This design comes from an exercise in tuning for small area, a short achievable clock period and few clock cycles on the open sky130 flow, not from production work. At most, simulation tests tie the RTL to the original design; equivalence was not proved. The flow treats the clock pin as an ideal source, which a real chip does not have. No activity file was given, so power comes from the tool's default toggle rates.

==> flow/design.v <==
module xlr8_fdiv
  (input  logic        clk,
   input  logic        rst_n,
   input  logic        start_div,   
   input  logic        start_nop,   
   input  logic [31:0] numer,
   input  logic [31:0] denom,
   output logic        fin,
   output logic [31:0] result);
   logic [4:0]  cnt;         
   logic        busy;
   logic        rnd;         
   logic        norm;        
   logic [22:0] dvs;         
   logic [24:0] dvd;         
   logic [25:0] t;
   logic        q;
   logic [24:0] d_nxt;
   always_comb begin
      t = {1'b0, dvd} - {2'b01, dvs};
      q = !t[25];
      d_nxt = q ? {t[23:0], 1'b0} : {dvd[23:0], 1'b0};
   end
   logic [7:0]  exp_n, exp_d, exp_q;
   logic        n_nan, d_nan, n_inf, d_inf, n_0, d_0;
   logic [22:0] m_rnd;
   logic [8:0]  s9;
   logic [31:0] q_out;
   always_comb begin
      exp_n = numer[30:23];
      exp_d = denom[30:23];
      n_nan = (exp_n == 8'hff) && (numer[22:0] != 0);
      d_nan = (exp_d == 8'hff) && (denom[22:0] != 0);
      n_inf = (exp_n == 8'hff) && (numer[22:0] == 0);
      d_inf = (exp_d == 8'hff) && (denom[22:0] == 0);
      n_0 = (exp_n == 0);
      d_0 = (exp_d == 0);
      s9 = {exp_n, 1'b1} + {~exp_d, norm};
      exp_q = (s9[8:1] - 8'd1) ^ 8'h80;
      for (int i = 0; i < 23; i++)
        m_rnd[i] = result[i+1] ^ (result[0] && (i == 0 || &(result[23:1] | ~((23'd1 << i) - 23'd1))));
      if (n_nan || d_nan || (n_0 && d_0) || (n_inf && d_inf))
        q_out = 32'h7fffffff;
      else if (n_inf || d_0)
        q_out = {numer[31] ^ denom[31], 8'hff, 23'h0};
      else if (n_0 || d_inf)
        q_out = {numer[31] ^ denom[31], 31'h0};
      else
        q_out = {numer[31] ^ denom[31], exp_q, m_rnd};
   end
   assign busy = (cnt != 5'd0);
   assign fin = busy && (cnt == 5'd1);
   always_ff @(posedge clk or negedge rst_n)
     if (!rst_n) begin
        cnt <= 5'd0;
        rnd <= 1'b0;
     end
     else begin
        rnd <= fin;
        if (start_div)
          cnt <= q ? 5'd24 : 5'd25;
        else if (busy)
          cnt <= cnt - 5'd1;
     end
   always_ff @(posedge clk)
     if (start_div)
       norm <= q;
   always_ff @(posedge clk)
     dvs <= denom[22:0];
   always_ff @(posedge clk)
     if (start_div || busy)
       dvd <= d_nxt;
     else
       dvd <= {2'b01, numer[22:0]};
   always_ff @(posedge clk or negedge rst_n)
     if (!rst_n)
       result <= 32'h0;
     else if (start_nop)
       result <= 32'h0;
     else if (start_div || busy)
       result <= {result[30:0], q};
     else if (rnd)
       result <= q_out;
endmodule  
`timescale 1 ns / 1 ns
module xlr8_xf
  (input  logic        clk,
   input  logic        rstn,
   input  logic [5:0]  adr,
   input  logic [7:0]  dbus_in,
   output logic [7:0]  dbus_out,
   input  logic        iore,
   input  logic        iowe,
   output logic        out_en,
   output logic        start_div,   
   output logic        start_nop,   
   input  logic        fin,         
   input  logic [31:0] result);
   logic [6:0] ctrl_reg;
   logic       flag;       
   logic       unsup;      
   logic       ctrl_we;
   logic       status_re;
   logic       start;
   assign ctrl_we   = iowe && (adr == 6'h10);
   assign status_re = iore && (adr == 6'h11);
   assign start     = ctrl_we && dbus_in[6];
   assign start_div = start && (dbus_in[2:0] == 3'd3);
   assign start_nop = start && (dbus_in[2:0] != 3'd3);
   xlr8_xf_oe oe_inst
     (.adr    (adr),
      .iore   (iore),
      .out_en (out_en));
   xlr8_xf_rd rd_inst
     (.adr      (adr),
      .ctrl_reg (ctrl_reg),
      .flag     (flag),
      .unsup    (unsup),
      .result   (result),
      .dbus_out (dbus_out));
   always_ff @(posedge clk or negedge rstn)
     if (!rstn)
       ctrl_reg <= 7'h00;
     else if (ctrl_we)
       ctrl_reg <= dbus_in[6:0];
   always_ff @(posedge clk or negedge rstn)
     if (!rstn) begin
        flag  <= 1'b0;
        unsup <= 1'b0;
     end
     else if (start_nop) begin
        flag  <= 1'b1;
        unsup <= 1'b1;
     end
     else if (fin) begin
        flag  <= 1'b1;
        unsup <= 1'b0;
     end
     else if (start) begin
        flag  <= 1'b0;
        unsup <= 1'b0;
     end
     else if (status_re)
       flag <= 1'b0;
endmodule
module xlr8_xf_oe
  (input  logic [5:0] adr,
   input  logic       iore,
   output logic       out_en);
   assign out_en = iore && ((adr[5:2] == 4'b0011) || (adr[5:1] == 5'b01000));
endmodule
module xlr8_xf_rd
  (input  logic [5:0]  adr,
   input  logic [6:0]  ctrl_reg,
   input  logic        flag,
   input  logic        unsup,
   input  logic [31:0] result,
   output logic [7:0]  dbus_out);
   logic [7:0] rbyte;
   logic [7:0] creg;
   always_comb begin
      case (adr[1:0])
        2'd0:    rbyte = result[7:0];
        2'd1:    rbyte = result[15:8];
        2'd2:    rbyte = result[23:16];
        default: rbyte = result[31:24];
      endcase
      creg = adr[0] ? {flag, unsup, 6'h00} : {1'b0, ctrl_reg};
      dbus_out = adr[4] ? creg : rbyte;
   end
endmodule
`timescale 1 ns / 1 ns
module xlr8_float_div
  (input  logic        clk,
   input  logic        rstn,
   input  logic [5:0]  adr,
   input  logic [7:0]  dbus_in,
   output logic [7:0]  dbus_out,
   input  logic        iore,
   input  logic        iowe,
   output logic        out_en,
   input  logic [31:0] opa,    
   input  logic [31:0] opb     
   );
   logic        start_div;
   logic        start_nop;
   logic        fin;
   logic [31:0] result;
   xlr8_xf xf_inst
     (.clk       (clk),
      .rstn      (rstn),
      .adr       (adr),
      .dbus_in   (dbus_in),
      .dbus_out  (dbus_out),
      .iore      (iore),
      .iowe      (iowe),
      .out_en    (out_en),
      .start_div (start_div),
      .start_nop (start_nop),
      .fin       (fin),
      .result    (result));
   xlr8_fdiv fdiv_inst
     (.clk       (clk),
      .rst_n     (rstn),
      .start_div (start_div),
      .start_nop (start_nop),
      .numer     (opa),
      .denom     (opb),
      .fin       (fin),
      .result    (result));
endmodule
Settings: LEC_CHECK=0, CAP_MARGIN=20, CORE_MARGIN=2, CORE_UTILIZATION=40, CTS_BUF_LIST=sky130_fd_sc_hd__clkbuf_4 sky130_fd_sc_hd__clkbuf_8, CTS_CLUSTER_SIZE=30, SETUP_SLACK_MARGIN=2.0, SLEW_MARGIN=20, SYNTH_HIERARCHICAL=1, SYNTH_MINIMUM_KEEP_SIZE=0; clock period 5.0 ns.
standard.sh (not shown) runs the stock make flow with config.mk's settings and CLKGATE_MAP_FILE= SYNTH_SCRIPT=/design/flow/synth_recipe.tcl, a recipe that flattens the netlist after the stock synthesis.
==> flow/flow/run.sh <==
#!/bin/bash
set -euo pipefail
bash standard.sh synth > synth.log 2>&1
bash standard.sh MATCH_CELL_FOOTPRINT=0 \
  "BUFFER_PORTS_ARGS=-buffer_cell sky130_fd_sc_hd__buf_1" \
  "CTS_ARGS=-sink_clustering_enable -repair_clock_nets -sink_clustering_size 30 -buf_list {sky130_fd_sc_hd__clkbuf_4 sky130_fd_sc_hd__clkbuf_8} -dont_use_dummy_load" \
  finish > layout.log 2>&1
test -s out/final.def
Then changed:
--- a/flow/design.v
+++ b/flow/design.v
@@ -102,22 +102,24 @@
    logic       ctrl_we;
    logic       status_re;
    logic       start;
+   logic [7:0] rbyte;
+   logic [7:0] creg;
    assign ctrl_we   = iowe && (adr == 6'h10);
    assign status_re = iore && (adr == 6'h11);
    assign start     = ctrl_we && dbus_in[6];
    assign start_div = start && (dbus_in[2:0] == 3'd3);
    assign start_nop = start && (dbus_in[2:0] != 3'd3);
-   xlr8_xf_oe oe_inst
-     (.adr    (adr),
-      .iore   (iore),
-      .out_en (out_en));
-   xlr8_xf_rd rd_inst
-     (.adr      (adr),
-      .ctrl_reg (ctrl_reg),
-      .flag     (flag),
-      .unsup    (unsup),
-      .result   (result),
-      .dbus_out (dbus_out));
+   assign out_en = iore && ((adr[5:2] == 4'b0011) || (adr[5:1] == 5'b01000));
+   always_comb begin
+      case (adr[1:0])
+        2'd0:    rbyte = result[7:0];
+        2'd1:    rbyte = result[15:8];
+        2'd2:    rbyte = result[23:16];
+        default: rbyte = result[31:24];
+      endcase
+      creg = adr[0] ? {flag, unsup, 6'h00} : {1'b0, ctrl_reg};
+      dbus_out = adr[4] ? creg : rbyte;
+   end
    always_ff @(posedge clk or negedge rstn)
      if (!rstn)
        ctrl_reg <= 7'h00;
@@ -142,32 +144,6 @@
      end
      else if (status_re)
        flag <= 1'b0;
-endmodule
-module xlr8_xf_oe
-  (input  logic [5:0] adr,
-   input  logic       iore,
-   output logic       out_en);
-   assign out_en = iore && ((adr[5:2] == 4'b0011) || (adr[5:1] == 5'b01000));
-endmodule
-module xlr8_xf_rd
-  (input  logic [5:0]  adr,
-   input  logic [6:0]  ctrl_reg,
-   input  logic        flag,
-   input  logic        unsup,
-   input  logic [31:0] result,
-   output logic [7:0]  dbus_out);
-   logic [7:0] rbyte;
-   logic [7:0] creg;
-   always_comb begin
-      case (adr[1:0])
-        2'd0:    rbyte = result[7:0];
-        2'd1:    rbyte = result[15:8];
-        2'd2:    rbyte = result[23:16];
-        default: rbyte = result[31:24];
-      endcase
-      creg = adr[0] ? {flag, unsup, 6'h00} : {1'b0, ctrl_reg};
-      dbus_out = adr[4] ? creg : rbyte;
-   end
 endmodule
 `timescale 1 ns / 1 ns
 module xlr8_float_div
Result:
- The changed run completed without violations
- clock skew barely changes
- total power came out lower slightly
- non-clock buffer count grows by 9
- sequential share of layout area is about the same
- worst setup slack gains 0.020 ns
- die area shrinks slightly
- design area fell slightly
- combinational power hardly moves
Testbench counts after the change, summed over its fixed seeds: cycles 73,192.
For the first run of this note, only the layout was checked, not whether the RTL still works.

## what the ideal ports hide
The flow's constraints put no driver on any port. The routed layouts listed below were extracted and timed again, unchanged, in two steps. Step 1 sets driving cells, clkbuf_16 on the clock port and buf_2 on the other inputs (assumed; they add their load-dependent delay and slew). Step 2 times the ports against the registers' clock, not the clock port: input delays grow and output delays shrink by t, the midpoint of the rising clock arrivals with the driver on. Slacks: no drivers / after step 1 / after step 2; pairs: no drivers / after step 1.
| run | t, ns | slack for setup (ns) | worst hold slack (ns) | slew at the worst register clock pin (ns) |
|---|---|---|---|---|
| the first run | 0.401 | 1.997 / 1.970 / 1.687 | 0.518 / 0.518 / 0.518 | 0.11 / 0.11 |
| the second run | 0.408 | 2.017 / 1.941 / 1.632 | 0.521 / 0.521 / 0.521 | 0.11 / 0.11 |
After both steps setup and hold are still met in every run listed. The setup slack of the second run, which loses most, moves by -0.076 ns with the drivers and by -0.385 ns with both steps.
